Source: an optimization exercise on an open RTL-to-GDS flow (aim: small area). Production flows keep margins and buffers that such runs may drop.
Function was checked by simulation only, so behaviour that the tests miss may differ from the original.
No driver is modelled on the clock port, so clocking that relies on it looks cheaper here than on a real chip.
Power is estimated from default activity; no workload was simulated.

===== design/flow/flow/run.sh =====
#!/bin/bash
# Layout flow: the standard ORFS flow (standard.sh), with these changes:
#  - synthesis maps the logic with the ABC script in flow/abc_speed.script (area-oriented mapping)
#    instead of ORFS's default, and leaves adders to ABC (no ADDER_MAP_FILE); registers, their names
#    and their cells are unchanged;
#  - the larger buffers (buf_6/8/12/16, bufbuf_8/16) are added to the platform's don't-use list, so
#    repair_design fixes slew with smaller ones;
set -euo pipefail
here=$(pwd)
rm -rf "$here/scripts_custom"
cp -r "$FLOW_HOME/scripts" "$here/scripts_custom"
cp "$here/flow/abc_speed.script" "$here/scripts_custom/abc_speed.script"
export SCRIPTS_DIR="$here/scripts_custom"
platform_du=$(make -s -C "$FLOW_HOME" DESIGN_CONFIG="$FLOW_CONFIG" WORK_HOME="$here/orfs" print-DONT_USE_CELLS 2> "$here/print_dont_use.log" | sed -n 's/^DONT_USE_CELLS: //p')
du="$platform_du sky130_fd_sc_hd__buf_6 sky130_fd_sc_hd__buf_8 sky130_fd_sc_hd__buf_12 sky130_fd_sc_hd__buf_16 sky130_fd_sc_hd__bufbuf_8 sky130_fd_sc_hd__bufbuf_16"
echo "$du" > "$here/dont_use_cells.log"
res="$here/orfs/results/$FLOW_PLATFORM/tetris/base"
cts_base="-sink_clustering_enable -repair_clock_nets -dont_use_dummy_load -buf_list sky130_fd_sc_hd__clkbuf_8"
: > "$here/clk_check.log"
for clusters in "15 50" "12 40" "10 30"; do
  set -- $clusters
  export CTS_ARGS="$cts_base -sink_clustering_size $1 -sink_clustering_max_diameter $2"
  rm -f "$res"/4_* "$here/orfs/logs/$FLOW_PLATFORM/tetris/base"/4_*
  bash standard.sh "DONT_USE_CELLS=$du" "ADDER_MAP_FILE=" cts >> "$here/standard.log" 2>&1
  CLK_CHECK_ODB="$res/4_cts.odb" CLK_CHECK_SDC="$res/4_cts.sdc" CLK_CHECK_OUT="$here/clk_slew.txt" \
    openroad -no_init -threads "$NUM_CORES" -exit "$here/flow/clk_check.tcl" >> "$here/clk_check.log" 2>&1
  slew=$(cat "$here/clk_slew.txt")
  echo "clusters $1 $2: estimated clock-pin slew $slew ns" >> "$here/clk_check.log"
  if awk -v s="$slew" 'BEGIN { exit !(s <= 0.112) }'; then break; fi
done
bash standard.sh "DONT_USE_CELLS=$du" "ADDER_MAP_FILE=" finish >> "$here/standard.log" 2>&1

===== design/flow/flow/abc_speed.script =====
strash
&get -n
&deepsyn -T 300
&put
strash
&get -n
&dch -f
&nf -R 1000 -p -a -A 4 -F 8 -C 32
&put

===== design/flow/flow/clk_check.tcl =====
# Estimates, from a global route of the design after clock tree synthesis, the largest slew at a
# flip-flop clock pin, and writes it (in ns) to the file named by CLK_CHECK_OUT.
set P $::env(FLOW_HOME)/platforms/sky130hd
read_liberty $P/lib/sky130_fd_sc_hd__tt_025C_1v80.lib
read_db $::env(CLK_CHECK_ODB)
read_sdc $::env(CLK_CHECK_SDC)
source $P/setRC.tcl
set ::env(MIN_ROUTING_LAYER) met1
set ::env(MAX_ROUTING_LAYER) met5
set ::env(MIN_CLK_ROUTING_LAYER) met3
source $P/fastroute.tcl
global_route -allow_congestion
estimate_parasitics -global_routing
set_propagated_clock [all_clocks]
set worst 0
foreach pin [get_pins -of_objects [all_registers] -filter "is_clock==1"] {
  set s [get_property $pin slew_max]
  if {$s > $worst} { set worst $s }
}
set f [open $::env(CLK_CHECK_OUT) w]
puts $f $worst
close $f
puts "largest flip-flop clock pin slew (global route estimate): $worst ns"

===== design/flow/standard.sh =====
#!/bin/bash
# synth_recipe.tcl (not shown) runs the flow's synth.tcl, then flattens the netlist and writes it again
# the make line also repeats each setting of config.mk as NAME=value (left out here)
make -C /OpenROAD-flow-scripts/flow DESIGN_CONFIG=/design/flow/config.mk WORK_HOME=/design/flow/orfs CLKGATE_MAP_FILE= SYNTH_SCRIPT=/design/flow/synth_recipe.tcl "${@:-finish}"

===== design/flow/config.mk =====
export PLATFORM = sky130hd
export DESIGN_NAME = tetris
export DESIGN_NICKNAME = tetris
export VERILOG_FILES = /design/flow/design.v
export SDC_FILE = /design/flow/constraint.sdc
export NUM_CORES = 8
export LEC_CHECK = 0
export CAP_MARGIN = 20
export CORE_MARGIN = 2
export CORE_UTILIZATION = 70
export GPL_TIMING_DRIVEN = 0
export SLEW_MARGIN = 20

===== design/flow/constraint.sdc =====
create_clock -name core_clock -period 20.0 [get_ports {CLOCK_50}]
set_input_delay 4.0000 -clock core_clock [delete_from_list [all_inputs] [get_ports {CLOCK_50}]]
set_output_delay 4.0000 -clock core_clock [all_outputs]
set_load 0.01 [all_outputs]

===== design/flow/design.v =====
module piece_hit(input logic [3:0] vx, input logic [4:0] vy, input logic [2:0] id, input logic [1:0] rot,
                 input logic [15:0] MF, input logic fetching, input logic [2:0] count,
                 input logic [1:0] ri, input logic [2:0] xf, input logic [1:0] rofs,
                 input logic signed [4:0] rx, input logic [4:0] ry, output logic hit);
    function automatic logic [15:0] cells_of(input logic [2:0] p, input logic [1:0] rot);
        case ({p, rot})
            5'b000_00, 5'b000_10: cells_of = 16'h3210;
            5'b000_01, 5'b000_11: cells_of = 16'hd951;
            5'b001_00: cells_of = 16'h6542;
            5'b001_01: cells_of = 16'ha951;
            5'b001_10: cells_of = 16'h8654;
            5'b001_11: cells_of = 16'h9510;
            5'b010_00: cells_of = 16'h6540;
            5'b010_01: cells_of = 16'h9521;
            5'b010_10: cells_of = 16'ha654;
            5'b010_11: cells_of = 16'h9851;
            5'b011_00, 5'b011_01, 5'b011_10, 5'b011_11: cells_of = 16'h6521;
            5'b100_00, 5'b100_10: cells_of = 16'h6510;
            5'b100_01, 5'b100_11: cells_of = 16'h9652;
            5'b101_00: cells_of = 16'h6541;
            5'b101_01: cells_of = 16'h9651;
            5'b101_10: cells_of = 16'h9654;
            5'b101_11: cells_of = 16'h9541;
            5'b110_00, 5'b110_10: cells_of = 16'h5421;
            5'b110_01, 5'b110_11: cells_of = 16'h9540;
            default: cells_of = 16'h0000;
        endcase
    endfunction
    always_comb begin
        logic signed [5:0] dr6, dc6;
        logic inbox, on_old, on_new;
        logic [15:0] cl;
        logic [1:0] nc;
        on_new = 1'b0;
        nc = 2'd0;
        cl = cells_of(id, rot);
        dr6 = 6'({1'b0, vy}) - 6'({1'b0, ry});
        dc6 = 6'({2'b00, vx}) - 6'(signed'(rx));
        inbox = (dr6 >= 0) && (dr6 <= 3) && (dc6 >= 0) && (dc6 <= 3);
        on_old = 1'b0;
        for (int j = 0; j < 4; j++) begin
            logic [1:0] rk;
            rk = 2'(j) - rofs;
            if (cl[4 * j +: 4] == {dr6[1:0], dc6[1:0]} && (!fetching || {1'b0, rk} >= count)) on_old = inbox;
        end
        if (fetching) begin
            nc = 2'(vx - 4'd3);
            on_new = (vy < 5'd4) && (vx >= 4'd3) && (vx <= 4'd6) && MF[{vy[1:0], nc}] &&
                     ((vy[1:0] < ri) || (vy[1:0] == ri && {1'b0, nc} < xf));
        end
        hit = on_old || on_new;
    end
endmodule
module tetris(input logic CLOCK_50, input logic[3:0] KEY, input logic RESET_N, input logic START_N,
              output logic[6:0] HEX5,
              output logic [7:0] VGA_X, output logic [6:0] VGA_Y,
              output logic [2:0] VGA_COLOUR, output logic VGA_PLOT);
    function automatic logic [15:0] shape(input logic [2:0] p, input logic [1:0] rot);
        logic [15:0] t, m;
        case ({p, rot})
            5'b000_00, 5'b000_10: t = 16'hf000;
            5'b000_01, 5'b000_11: t = 16'h2222;
            5'b001_00: t = 16'h4700;
            5'b001_01: t = 16'h2260;
            5'b001_10: t = 16'h0710;
            5'b001_11: t = 16'h3220;
            5'b010_00: t = 16'h1700;
            5'b010_01: t = 16'h6220;
            5'b010_10: t = 16'h0740;
            5'b010_11: t = 16'h2230;
            5'b011_00, 5'b011_01, 5'b011_10, 5'b011_11: t = 16'h6600;
            5'b100_00, 5'b100_10: t = 16'h3600;
            5'b100_01, 5'b100_11: t = 16'h4620;
            5'b101_00: t = 16'h2700;
            5'b101_01: t = 16'h2620;
            5'b101_10: t = 16'h0720;
            5'b101_11: t = 16'h2320;
            5'b110_00, 5'b110_10: t = 16'h6300;
            5'b110_01, 5'b110_11: t = 16'h1320;
            default: t = 16'h0000;
        endcase
        for (int r = 0; r < 4; r++)
            for (int c = 0; c < 4; c++)
                m[r * 4 + c] = t[12 - 4 * r + c];
        shape = m;
    endfunction
    function automatic logic [2:0] colour_of(input logic [2:0] p);
        case (p)
            3'd0: colour_of = 3'b011;
            3'd1: colour_of = 3'b001;
            3'd2: colour_of = 3'b111;
            3'd3: colour_of = 3'b110;
            3'd4: colour_of = 3'b010;
            3'd5: colour_of = 3'b101;
            3'd6: colour_of = 3'b100;
            default: colour_of = 3'b000;
        endcase
    endfunction
    function automatic logic [8:0] lfsr9(input logic [8:0] s);
        lfsr9 = {s[7:0], ~(s[8] ^ s[4])};
    endfunction
    function automatic logic [6:0] lfsr7(input logic [6:0] s);
        lfsr7 = {s[5:0], ~(s[6] ^ s[5])};
    endfunction
    localparam logic [8:0] VT_END = 9'd275;    
    localparam logic [6:0] HT_END = 7'd22;     
    assign HEX5 = 7'b0001001;
    assign VGA_PLOT = 1'b1;
    localparam logic [1:0] T_RESET = 2'd0, T_WAIT = 2'd1, T_SCAN = 2'd2, T_OVER = 2'd3;
    logic [1:0] tstate;
    logic [7:0] x;
    logic [6:0] y;
    logic gameover;
    always_ff @(posedge CLOCK_50) begin
        if (!RESET_N) begin
            tstate <= T_RESET;
            x <= 8'd0;
            y <= 7'd0;
        end else begin
            case (tstate)
                T_RESET: begin
                    y <= y + 7'd1;
                    if (y == 7'd119) begin
                        x <= x + 8'd1;
                        y <= 7'd0;
                        if (x == 8'd159) begin
                            x <= 8'd3;
                            tstate <= T_WAIT;
                        end
                    end
                end
                T_WAIT: if (!START_N) tstate <= T_SCAN;
                T_SCAN: begin
                    if (gameover) tstate <= T_OVER;
                    else begin
                        x <= x + 8'd1;
                        if (x == 8'd62) begin
                            x <= 8'd3;
                            y <= (y == 7'd119) ? 7'd0 : y + 7'd1;
                        end
                    end
                end
                default: ;
            endcase
        end
    end
    assign VGA_X = x;
    assign VGA_Y = y;
    logic [3:0] vx;
    logic [4:0] vy;
    always_comb begin
        logic [5:0] xm;
        xm = x[5:0] - 6'd3;
        vx = 4'(xm / 6'd6);
        vy = 5'(y / 7'd6);
    end
    logic board_rdy, board_clr;
    assign board_rdy = !(tstate == T_RESET && (x == 8'd0 || (x == 8'd1 && y < 7'd80)));
    assign board_clr = (tstate == T_RESET) && (x == 8'd0);
    logic [2:0] num;
    always_ff @(posedge CLOCK_50) begin
        if (!RESET_N) num <= 3'd0;
        else num <= (num == 3'd6) ? 3'd0 : num + 3'd1;
    end
    logic ticking;
    logic [8:0] vt;
    logic [6:0] ht;
    logic vflag, hflag;
    always_ff @(posedge CLOCK_50) begin
        if (!RESET_N) begin
            vt <= 9'd0;
            ht <= 7'd0;
            vflag <= 1'b0;
            hflag <= 1'b0;
        end else if (ticking) begin
            vt <= (vt == VT_END) ? 9'd0 : lfsr9(vt);
            ht <= (ht == HT_END) ? 7'd0 : lfsr7(ht);
            vflag <= !vflag && (vt == VT_END);
            hflag <= !hflag && (ht == HT_END);
        end
    end
    logic [2:0] brd [0:19][0:9];
    logic [4:0] ra;
    logic [2:0] rowc [0:9];
    logic [9:0] rowocc;
    always_comb begin
        logic [19:0] ra_oh;
        for (int r = 0; r < 20; r++) ra_oh[r] = (ra == 5'(r));
        for (int c = 0; c < 10; c++) begin
            rowc[c] = 3'd0;
            for (int r = 0; r < 20; r++) rowc[c] = rowc[c] | ({3{ra_oh[r]}} & brd[r][c]);
            rowocc[c] = (ra >= 5'd20) ? 1'b1 : (rowc[c] != 3'd0);
        end
    end
    localparam logic [3:0] S_WAIT = 4'd0, S_INIT = 4'd1, S_FETCH = 4'd2, S_MA = 4'd3, S_MNA = 4'd4,
                           S_ROT = 4'd5, S_RFETCH = 4'd6, S_FD = 4'd7, S_START = 4'd8, S_WRITE = 4'd9,
                           S_CHECK = 4'd10, S_COPY = 4'd11, S_FILL = 4'd12, S_DONE = 4'd13,
                           S_OVER = 4'd14;
    logic [3:0] st;
    logic active, fetching;
    logic [5:0] k;             
    logic [2:0] count, xf;
    logic [4:0] bx;
    logic [1:0] ri;            
    logic [2:0] cid;           
    logic [2:0] id;            
    logic [1:0] rot;           
    logic signed [4:0] rx;     
    logic [4:0] ry;            
    logic [1:0] rofs;          
    logic rok;                 
    logic [9:0] W [0:3];       
    logic [4:0] wr, rr;        
    assign count = k[5:3];
    assign xf = k[2:0];
    assign bx = k[4:0];
    assign gameover = (st == S_OVER);
    assign active = (st >= S_INIT) && (st <= S_FD);
    assign fetching = (st == S_FETCH) || (st == S_OVER);
    assign ticking = active && (st != S_RFETCH) && (st != S_FD);
    logic [15:0] M, MF;
    assign M = shape(id, rot);
    assign MF = fetching ? shape(cid, 2'd0) : shape(id, rot + 2'd1);
    logic [9:0] P [0:3];
    always_comb begin
        for (int r = 0; r < 4; r++)
            for (int col = 0; col < 10; col++) begin
                P[r][col] = 1'b0;
                for (int c = 0; c < 4; c++)
                    if (M[r * 4 + c] && (6'(signed'(rx)) + 6'(c) == 6'(col))) P[r][col] = 1'b1;
            end
    end
    logic crash, left_ok, right_ok;
    always_comb begin
        logic [9:0] wrow;
        crash = 1'b0;
        left_ok = 1'b1;
        right_ok = 1'b1;
        for (int r = 0; r < 4; r++) begin
            wrow = (r == 0) ? rowocc : W[r - 1];
            crash = crash | (|(P[r] & W[r]));
            left_ok = left_ok & !P[r][0] & !(|(P[r][9:1] & wrow[8:0]));
            right_ok = right_ok & !P[r][9] & !(|(P[r][8:0] & wrow[9:1]));
        end
    end
    logic [1:0] pc_le;
    always_comb begin
        pc_le = 2'd0;
        for (int q = 0; q < 4; q++)
            if (2'(q) <= ri)
                for (int c = 0; c < 4; c++) pc_le = pc_le + {1'b0, MF[q * 4 + c]};
    end
    logic fbit;
    assign fbit = (xf[2] == 1'b0) && MF[{ri, xf[1:0]}];
    logic spawn_occ;
    always_comb begin
        spawn_occ = 1'b0;
        for (int c = 0; c < 4; c++)
            if (xf[1:0] == 2'(c)) spawn_occ = (ri == 2'd0) ? (brd[0][c + 3] != 3'd0) : W[ri - 2'd1][c + 3];
    end
    logic rot_blocked;
    always_comb begin
        logic signed [5:0] col;
        logic [9:0] wrow;
        col = 6'(signed'(rx)) + 6'(xf[1:0]);
        wrow = (ri == 2'd0) ? rowocc : W[ri - 2'd1];
        rot_blocked = 1'b1;
        for (int c = 0; c < 10; c++)
            if (col == 6'(c)) rot_blocked = wrow[c];
    end
    logic vmove, wload, wshift;
    assign vmove = (((st == S_MA) || (st == S_MNA)) && vflag && !crash) || ((st == S_FD) && !crash);
    assign wload = (st == S_INIT) || ((st == S_FETCH) && (ri == 2'd0) && (xf < 3'd3));
    assign wshift = wload || vmove;
    logic board_use, game_use, game_top;
    logic [4:0] vb_row;
    assign board_use = ((st == S_CHECK) && (bx == 5'd10)) || (st == S_COPY) || ((st == S_WRITE) && !bx[2]) ||
                       (st == S_FILL) || board_clr;
    assign game_top = (st == S_RFETCH) || ((st == S_MA) && hflag && !vflag);
    assign game_use = wload || game_top || (((st == S_MA) || (st == S_MNA)) && vflag) || (st == S_FD);
    always_comb begin
        if (board_clr || (st == S_FILL)) ra = 5'd31;
        else if (board_use) ra = (st == S_WRITE) ? wrow : rr;
        else if (!game_use) ra = vb_row;
        else if (st == S_INIT) ra = 5'd1;
        else if (st == S_FETCH) ra = {2'b00, xf} + 5'd2;
        else if (game_top) ra = ry;
        else ra = ry + 5'd5;
    end
    always_ff @(posedge CLOCK_50) begin
        if (wshift) begin
            for (int i = 0; i < 3; i++) W[i] <= W[i + 1];
            W[3] <= rowocc;
        end
    end
    logic rowfull;
    assign rowfull = &rowocc;
    always_ff @(posedge CLOCK_50) begin
        if (!RESET_N) begin
            st <= S_WAIT;
            cid <= 3'd0;
            id <= 3'd7;
            rx <= 5'sd0;
            ry <= 5'd0;
        end else begin
            case (st)
                S_WAIT: if (!START_N && board_rdy && KEY[0]) st <= S_INIT;
                S_INIT: begin
                    k <= 6'd0;
                    ri <= 2'd0;
                    cid <= num;
                    st <= S_FETCH;
                end
                S_FETCH, S_RFETCH: begin
                    if (count == 3'd4) begin
                        k[5:3] <= 3'd0;
                        if (st == S_FETCH) begin
                            st <= S_MA;
                            id <= cid;
                            rot <= 2'd0;
                            rx <= 5'sd3;
                            ry <= 5'd0;
                            rofs <= 2'd0;
                        end else st <= S_ROT;
                    end else if (xf == 3'd4) begin
                        ri <= ri + 2'd1;
                        k[2:0] <= 3'd0;
                    end else begin
                        k[2:0] <= xf + 3'd1;
                        if (fbit) begin
                            k[5:3] <= count + 3'd1;
                            if (st == S_FETCH) begin
                                if (spawn_occ) st <= S_OVER;
                            end else if (rot_blocked) rok <= 1'b0;
                        end
                    end
                end
                S_MA: begin
                    if (vflag) begin
                        if (crash) st <= S_START;
                        else ry <= ry + 5'd1;
                    end else if (hflag) begin
                        if (!KEY[2] && right_ok) begin
                            rx <= rx + 5'sd1;
                            st <= S_MNA;
                        end else if (!KEY[3] && left_ok) begin
                            rx <= rx - 5'sd1;
                            st <= S_MNA;
                        end
                    end else if (!KEY[1]) begin
                        k <= 6'd0;
                        rok <= 1'b1;
                        st <= S_RFETCH;
                    end else if (!KEY[0] && !crash) st <= S_FD;
                end
                S_MNA: begin
                    if (vflag && crash) st <= S_START;
                    else begin
                        if (vflag) ry <= ry + 5'd1;
                        if (KEY == 4'b1111) st <= S_MA;
                    end
                end
                S_ROT: begin
                    st <= S_MNA;
                    if (rok) begin
                        rot <= rot + 2'd1;
                        rofs <= pc_le;
                    end
                end
                S_FD: begin
                    if (crash) st <= S_START;
                    else ry <= ry + 5'd1;
                end
                S_START: begin
                    st <= S_WRITE;
                    k[4:0] <= 5'd0;
                end
                S_WRITE: begin
                    k[4:0] <= bx + 5'd1;
                    if (bx == 5'd4) begin
                        st <= S_CHECK;
                        wr <= 5'd19;
                        rr <= 5'd19;
                        k[4:0] <= 5'd0;
                    end
                end
                S_CHECK: begin
                    if (rr == 5'd31) begin
                        st <= S_FILL;
                        k[4:0] <= 5'd0;
                    end else begin
                        k[4:0] <= bx + 5'd1;
                        if (bx == 5'd10) begin
                            if (rowfull) rr <= rr - 5'd1;
                            else begin
                                st <= S_COPY;
                                k[4:0] <= 5'd0;
                            end
                        end
                    end
                end
                S_COPY: begin
                    k[4:0] <= bx + 5'd1;
                    if (bx == 5'd10) begin
                        st <= S_CHECK;
                        wr <= wr - 5'd1;
                        rr <= rr - 5'd1;
                        k[4:0] <= 5'd0;
                    end
                end
                S_FILL: begin
                    if (wr == 5'd31) st <= S_DONE;
                    else begin
                        k[4:0] <= bx + 5'd1;
                        if (bx == 5'd10) begin
                            wr <= wr - 5'd1;
                            k[4:0] <= 5'd0;
                        end
                    end
                end
                S_DONE: st <= S_WAIT;
                default: ;
            endcase
        end
    end
    logic [4:0] wrow;
    logic wen;
    logic [9:0] onehot;
    logic [19:0] rowen;
    logic [2:0] mdata [0:9];
    always_comb begin
        logic ben;
        onehot = 10'd0;
        for (int c = 0; c < 10; c++) if (bx == 5'(c)) onehot[c] = 1'b1;
        wrow = (st == S_WRITE) ? (ry + {3'b000, bx[1:0]}) : wr;
        wen = ((st == S_WRITE) && !bx[2]) || (st == S_COPY) || ((st == S_FILL) && (wr != 5'd31));
        ben = ((st == S_WRITE) && !bx[2]) || (((st == S_COPY) || ((st == S_FILL) && (wr != 5'd31))) && (bx == 5'd10));
        for (int r = 0; r < 20; r++) rowen[r] = board_clr || (ben && wrow == 5'(r));
        for (int c = 0; c < 10; c++)
            mdata[c] = rowc[c] | ({3{(st == S_WRITE) && !bx[2] && P[bx[1:0]][c]}} & colour_of(cid));
    end
    always_ff @(posedge CLOCK_50) begin
        for (int r = 0; r < 20; r++)
            if (rowen[r])
                for (int c = 0; c < 10; c++) brd[r][c] <= mdata[c];
    end
    logic [2:0] VB [0:9];
    logic [2:0] ymod;
    logic lastrow;
    logic [4:0] vyr, vyn;
    assign ymod = 3'(y - 7'(vy) * 7'd6);
    assign lastrow = (tstate == T_SCAN) && (ymod == 3'd5);
    assign vyr = (tstate == T_SCAN || tstate == T_OVER) ? vy : 5'd0;
    assign vyn = (vy == 5'd19) ? 5'd0 : vy + 5'd1;
    assign vb_row = lastrow ? vyn : vyr;
    logic wr_vyn, wr_vyr;
    assign wr_vyn = wen && (wrow == vyn);
    assign wr_vyr = wen && (wrow == vyr);
    always_ff @(posedge CLOCK_50) begin
        for (int c = 0; c < 10; c++) begin
            logic passed, wt;
            passed = lastrow && (4'(c) < vx);
            wt = ((st == S_WRITE) || onehot[c]) && (passed ? wr_vyn : wr_vyr);
            if (wt || (!board_use && !game_use && (!lastrow || passed))) VB[c] <= mdata[c];
        end
    end
    logic [2:0] vcol;
    always_comb begin
        vcol = 3'd0;
        for (int c = 0; c < 10; c++) if (vx == 4'(c)) vcol = VB[c];
    end
    logic hit;
    piece_hit ph(.vx(vx), .vy(vy), .id(id), .rot(rot), .MF(MF), .fetching(fetching), .count(count),
                 .ri(ri), .xf(xf), .rofs(rofs), .rx(rx), .ry(ry), .hit(hit));
    always_comb begin
        VGA_COLOUR = 3'b000;
        case (tstate)
            T_RESET: if ((x <= 8'd2) || (x >= 8'd63 && x <= 8'd65)) VGA_COLOUR = 3'b111;
            T_SCAN: begin
                if (vcol != 3'd0) VGA_COLOUR = vcol;
                else if (hit) VGA_COLOUR = colour_of(cid);
            end
            default: ;
        endcase
    end
endmodule

==> notes.md, run 1 <==
status no timing/DRC/antenna violations; syn_area_per_cell 13.7 um^2; IO Count 33; GPL Wtd Cong 0.983; reg-to-reg endpoint rx[4]; CTS tree done; class of the worst hold path register to register; critical path peak fanout 22; Setup crit start x[5]; CTS buffer count 66; reg2reg path depth 34; Worst Max-Slew Pin Slew 1.31 ns; DR DRC count 0; H-tree depth 3; RSZ-0062 raised after global routing no; die width 216 um; final setup fails 0; YS warnings 8; Primary FF master, synth edfxtp_1; final-report hold violation count 0; CTS Hold Bufs 0; P per Cell Area 75.9 nW/um^2; Post-DRT Antenna Nets 0; Post-Syn Area 31400 um^2; post-CTS sizing 0; Core ar. 44200 um^2; share of cells above drive strength 1 9.36%; Pins Over Slew Limit 0; fillers 2451; CTS Buffer Depth 3; RR Startpoint x[5]; DRT Pass-1 Iters 9; number of I/O port buffers 24; CP required 20.62 ns; Clk pin slew, worst setup/hold paths 0.09 ns; Fmax 0.0777 GHz; Area contributors post-synth edfxtp_1 (66%), a222oi_1 (4.6%), dfxtp_1 (3.7%), nand2_1 (2.7%), a22oi_1 (2.2%); grt total ovfl 0; Clock Latency Late Sink 0.72 ns; setup ws final 7.13 ns; Total GRT Usage 45.9%; final WL 106 mm; Max-Cap Viols 0; Mapped Cells 2287; Initial Util 71.0%; sequential share of the synthesized area 70.0%; post-synth cell types 58; post-route design area 34200 um^2; CP arrival 13.50 ns; half-perimeter wire length after placement 68.6 mm; Post-synth EDFFs 693; Yosys top cell by area edfxtp_1; die area 46500 um^2; drt wl/cell 34.8 um; fin crit period 12.87 ns; largest net degree at the start of global routing 36; first-pass GRT wire length 154 mm; Setup Fix Bufs, Post-CTS 0; clock skew 0.113 ns; Startpoint Class register; Tot Pwr 2.60 mW; Setup TNS 0 ns; vias in the first global route 23800; Layout area overhead 9.01%; CTS Sinks 751; via count 24600; CP peak stage delay 0.87 ns; Critical Path End Type register; Crit path top cell by count nor3_1; crit path kind register to register; crit path to rx[4]; Rows 77; area of the multi-input gates 9730 um^2; Rel. slew slack 12.7%; Placement Cell Area 33300 um^2; Nets 2476; post-synth top area share 66.3%; FFs w/ async S/R, synth 0%; Vert. Die Dim 216 um; final critical-path share of the clock period 64.4%; slowest library cell on the worst path nor4b_2; R2R Setup Slk 7.13 ns; Peak VDD IR 0.0795 mV; CTS root buffer clkbuf_8; dpl ws 7.80 ns; routed vias/inst 8.05; Fin Hold WS 0.478 ns; initial antenna violation count 0; Leak Pwr 12.7 nW; Iter 0 DRT Violations 5599; post-synthesis register bit count 751; register area 22000 um^2
-- report_power, final --
group          internal (mW)  total [mW]  leakage, nW  switching (mW)
sequential              1.71        1.74         8.65          0.0258
clock                  0.295       0.780        0.475           0.484
combinational         0.0244      0.0817         3.55          0.0573
-- cells in the final DEF, fill, tap and decap left out, types with 25 or more instances in the layout --
| master | instances |
|---|---|
| a21oi_1 | 104 |
| nor2_1 | 139 |
| o21ai_0 | 73 |
| dfxtp_1 | 57 |
| clkinv_1 | 39 |
| xor2_1 | 25 |
| buf_4 | 64 |
| edfxtp_1 | 693 |
| a222oi_1 | 145 |
| nand4_1 | 61 |
| clkbuf_8 | 66 |
| nand3_1 | 62 |
| nor2b_1 | 26 |
| a22o_1 | 31 |
| nand2b_1 | 33 |
| nor3_1 | 53 |
| a22oi_1 | 92 |
| nand2_1 | 228 |
| xnor2_1 | 29 |
| o22ai_1 | 40 |
| buf_2 | 27 |
-- routing by layer --
metal,global-route usage (%),vias up,part of all wire [%]
met4,29.7,0,8.5
met5,0,-,0
li1,-,9781,-
met3,16.9,687,18
met2,68.3,2763,43
met1,57.3,11400,30
-- Yosys cell counts (8+ instances only) --
library cell  count
edfxtp_1        693
nand2_1         229
nor2_1          157
a222oi_1        145
o21ai_0         108
a21oi_1         104
a22oi_1          92
nand3_1          62
nand4_1          61
dfxtp_1          58
nor3_1           54
o22ai_1          40
clkinv_1         39
nand2b_1         33
a22o_1           31
xnor2_1          29
nor2b_1          27
xor2_1           26
a221oi_1         23
and2_0           22
a31oi_1          18
or3_1            18
o21bai_1         17
a21o_1           13
and3_1           13
or2_0            13
nor4b_1          11
a211oi_1         10
nor3b_1          10
nor4_1           10
a2111oi_0         9
a32oi_1           8
buf_4             8
o211ai_1          8
-- how the worst min path moves through the flow --
| stage | startpoint | endpoint | slack [ns] | cells past startpoint |
|---|---|---|---|---|
| global placement | W[3][6] | W[2][6] | 0.44 | 0 |
| finish | W[3][4] | W[2][4] | 0.48 | 0 |
| floorplan | W[3][7] | W[2][7] | 0.43 | 0 |
| global route | W[3][4] | W[2][4] | 0.50 | 0 |
| CTS | W[3][4] | W[2][4] | 0.47 | 0 |
| detailed placement | W[3][4] | W[2][4] | 0.44 | 0 |
-- stage by stage --
stage	instances	utilization, %
final	3061	77.4
after global routing	3059	77.4
after CTS	3058	77.3
after detailed placement	2992	75.2
after global placement	2909	72.9
after floorplan	2293	-
-- final cells by class --
type	instances	share of cell area (%)
Sequential cell	751	64.2
Multi-Input combinational cell	1495	28.4
Clock buffer	66	2.65
Tap cell	592	2.16
Timing Repair Buffer	108	1.90
Inverter	39	0.428
Buffer	8	0.176
Antenna cell	2	0.0146
-- kinds of logic after synthesis --
kind of cell | count (synthesis) | share of synthesized area, %
flops | 751 | 70.0
simple gates | 735 | 11.3
compound gates | 691 | 16.3
xor+xnor | 55 | 1.53
buf+inv | 47 | 0.658
mux | 6 | 0.199
other cells | 2 | 0.0239
-- critical path: cells and delay by family (launching register included) --
kind | cells | cell delay [ns]
flip-flops | 1 | 0.77
XOR/XNOR | 1 | 0.32
buffers and inverters | 3 | 0.83
AND/OR/NAND/NOR | 21 | 7.99
AO/OA/AOI/OAI | 9 | 2.94
-- state kept, by name (all words and copies together), names as in the netlist, 3 cells and up --
name and cells:
VB 30, W 40, brd 600, cid 3, ht 7, id 3
k 6, num 3, rr 5, rx 5, ry 5, st 4
vt 9, wr 5, x 8, y 7
==> run 2, diff against run 1 <==
--- a/design/flow/flow/run.sh
+++ b/design/flow/flow/run.sh
@@ -17,7 +17,7 @@
 res="$here/orfs/results/$FLOW_PLATFORM/tetris/base"
 cts_base="-sink_clustering_enable -repair_clock_nets -dont_use_dummy_load -buf_list sky130_fd_sc_hd__clkbuf_8"
 : > "$here/clk_check.log"
-for clusters in "15 50" "12 40" "10 30"; do
+for clusters in "16 55" "15 50" "12 40" "10 30"; do
   set -- $clusters
   export CTS_ARGS="$cts_base -sink_clustering_size $1 -sink_clustering_max_diameter $2"
   rm -f "$res"/4_* "$here/orfs/logs/$FLOW_PLATFORM/tetris/base"/4_*
@@ -26,6 +26,6 @@
     openroad -no_init -threads "$NUM_CORES" -exit "$here/flow/clk_check.tcl" >> "$here/clk_check.log" 2>&1
   slew=$(cat "$here/clk_slew.txt")
   echo "clusters $1 $2: estimated clock-pin slew $slew ns" >> "$here/clk_check.log"
-  if awk -v s="$slew" 'BEGIN { exit !(s <= 0.112) }'; then break; fi
+  if awk -v s="$slew" 'BEGIN { exit !(s <= 0.117) }'; then break; fi
 done
 bash standard.sh "DONT_USE_CELLS=$du" "ADDER_MAP_FILE=" finish >> "$here/standard.log" 2>&1
==> run 2 against run 1 <==
Compared with the run above:
- cell count fell by 0.26%
- critical path type unchanged
- design area decreased by 0.29%
- register-to-register slack got worse by 0.24 ns
- largest power group unchanged
- combinational power barely moved
- synthesized area is the same
==> notes.md, run 2 <==
status no timing/DRC/antenna violations; Max-Cap Viols 0; final critical-path share of the clock period 65.6%; CP Depth 34; sequential share of the synthesized area 70.0%; CTS buffer count 59; IO Count 33; clock skew 0.173 ns; most frequent cells in the layout edfxtp_1 (693), nand2_1 (228), a222oi_1 (145); CP peak stage delay 1.00 ns; drt wl/cell 34.8 um; first-pass GRT wire length 155 mm; via count 24700; Setup crit start x[5]; Total GRT Usage 45.8%; CP required 20.61 ns; Mapped Cells 2287; reg-to-reg endpoint rx[4]; CTS Sinks 751; Setup TNS 0 ns; vias in the first global route 23700; Primary FF master, synth edfxtp_1; hold depth 0; number of I/O port buffers 24; Worst path top cell family by delay simple AND/OR/NAND/NOR gates; H-tree depth 2; Layout area overhead 8.70%; DR DRC count 0; Peak VDD IR 0.0840 mV; reg2reg path depth 34; P per Cell Area 74.8 nW/um^2; Fin Hold WS 0.460 ns; routed vias/inst 8.08; Core ar. 44200 um^2; Area contributors post-synth edfxtp_1 (66%), a222oi_1 (4.6%), dfxtp_1 (3.7%), nand2_1 (2.7%), a22oi_1 (2.2%); largest registers brd: 600 flops, W: 40 flops, VB: 30 flops; Fmax 0.0763 GHz; Yosys top cell by area edfxtp_1; CTS tree done; Post-Syn Area 31400 um^2; Clk pin slew, worst setup/hold paths 0.09 ns; critical path peak fanout 22; grt total ovfl 0; DRT Pass-1 Iters 10; post-synth cell types 58; Tot Pwr 2.55 mW; initial antenna violation count 3; RSZ-0062 raised after global routing no; Crit path top cell by count nor3_1; die width 216 um; largest net degree at the start of global routing 36; CP arrival 13.73 ns; Clock Latency Late Sink 0.77 ns; CTS root buffer clkbuf_8; final setup fails 0; CTS Hold Bufs 0; crit path kind register to register; share of cells above drive strength 1 9.11%; Buffers & Inverters on Critical Path 2; Critical Path End Type register; Iter 0 DRT Violations 5697; Leak Pwr 12.6 nW; GPL Wtd Cong 0.983; FFs w/ async S/R, synth 0%; Post-DRT Antenna Nets 0; post-synth top area share 66.3%; CTS Buffer Depth 3; post-route design area 34100 um^2; max FFs per register 600; post-CTS sizing 0; Initial Util 71.0%; class of the worst hold path register to register; crit path to rx[4]; final-report hold violation count 0; Worst Max-Slew Pin Slew 1.26 ns; Setup Fix Bufs, Post-CTS 0; die area 46500 um^2; Post-synth EDFFs 693; Vert. Die Dim 216 um; syn_area_per_cell 13.7 um^2; Pins Over Slew Limit 0; post-synthesis register bit count 751; Rows 77; Largest Register brd; Startpoint Class register; RR Startpoint x[5]; slowest library cell on the worst path nor4b_2; half-perimeter wire length after placement 68.6 mm; commonest non-fill, non-tap cell in the layout edfxtp_1; top-count cell post-synth edfxtp_1; YS warnings 8; Nets 2469; Placement Cell Area 33300 um^2; fin crit period 13.11 ns; final WL 106 mm; R2R Setup Slk 6.89 ns; synth cell count leaders edfxtp_1 (693), nand2_1 (229), nor2_1 (157), a222oi_1 (145), o21ai_0 (108); Rel. slew slack 15.7%
## run 2: layout make-up
cell class,count,area [um^2]
Buffer,8,60.1
Multi-Input combinational cell,1495,9730
Fill cell,2471,10100
Antenna cell,1,2.50
Sequential cell,751,22000
Tap cell,592,741
Timing Repair Buffer,108,651
Inverter,39,146
Clock buffer,59,812
## run 2: layer usage
| metal | part of all wire, % | track usage (%) |
|---|---|---|
| met5 | 0.011 | 0.313 |
| met4 | 8.2 | 29.6 |
| met1 | 31 | 57.8 |
| met2 | 44 | 68.8 |
| met3 | 17 | 15.2 |
## run 2: cells by family (layout without fill, tap and decap cells)
logic type,after synthesis,in the layout,synth area share (%)
flip-flops,751,751,70.0
AND/OR/NAND/NOR,735,735,11.3
XOR/XNOR,55,55,1.53
multiplexers,6,6,0.199
AO/OA/AOI/OAI,691,691,16.3
buffers and inverters,47,214,0.658
other,2,9,0.0239
## run 2: worst register-to-register path: cells and delay by family, from the launching register on
| family | cells | cell delay, ns |
|---|---|---|
| compound gates | 9 | 3.17 |
| xor+xnor | 1 | 0.33 |
| buf+inv | 2 | 0.65 |
| flops | 1 | 0.77 |
| simple gates | 22 | 8.16 |
## run 2: per-stage QoR
step	setup WS (ns)	utilization (%)	instances
floorplan	10.87	-	2293
global placement	4.46	72.9	2909
detailed placement	7.80	75.2	2992
CTS	7.65	77.1	3051
global route	6.33	77.1	3052
finish	6.89	77.1	3053
## run 2: worst min-delay path by stage
stage               startpoint      end  slack, ns
CTS                    W[3][4]  W[2][4]       0.46
global route           W[3][4]  W[2][4]       0.49
finish                 W[3][4]  W[2][4]       0.46
floorplan              W[3][7]  W[2][7]       0.43
global placement       W[3][6]  W[2][6]       0.44
detailed placement     W[3][4]  W[2][4]       0.44
## run 2: report_power, final
part / internal, mW / total [mW] / switching [mW]
sequential: 1.71 / 1.74 / 0.0259
clock: 0.262 / 0.735 / 0.473
combinational: 0.0244 / 0.0818 / 0.0573

port drivers added, routing unchanged:
Ports are ideal in the flow. The routed layouts listed here were re-timed in OpenROAD. Step 1: set_driving_cell puts a clkbuf_16 on CLOCK_50 and a buf_2 on each other input, an assumption about the parent block. Step 2 moves the port delays by t, midway between the first and last clock arrival at a register: inputs arrive t later, outputs are due t later. That takes back most of the time a late clock gives input paths. a / b / c = ideal ports / drivers / drivers and shift; a / b = the first two.
run	t, ns	setup slack, ns	worst hold slack (ns)
run 1	0.725	7.126 / 7.126 / 7.126	0.478 / 0.478 / 0.478
run 2	0.740	6.886 / 6.886 / 6.886	0.460 / 0.460 / 0.460
After both steps setup and hold are still met in every run listed.
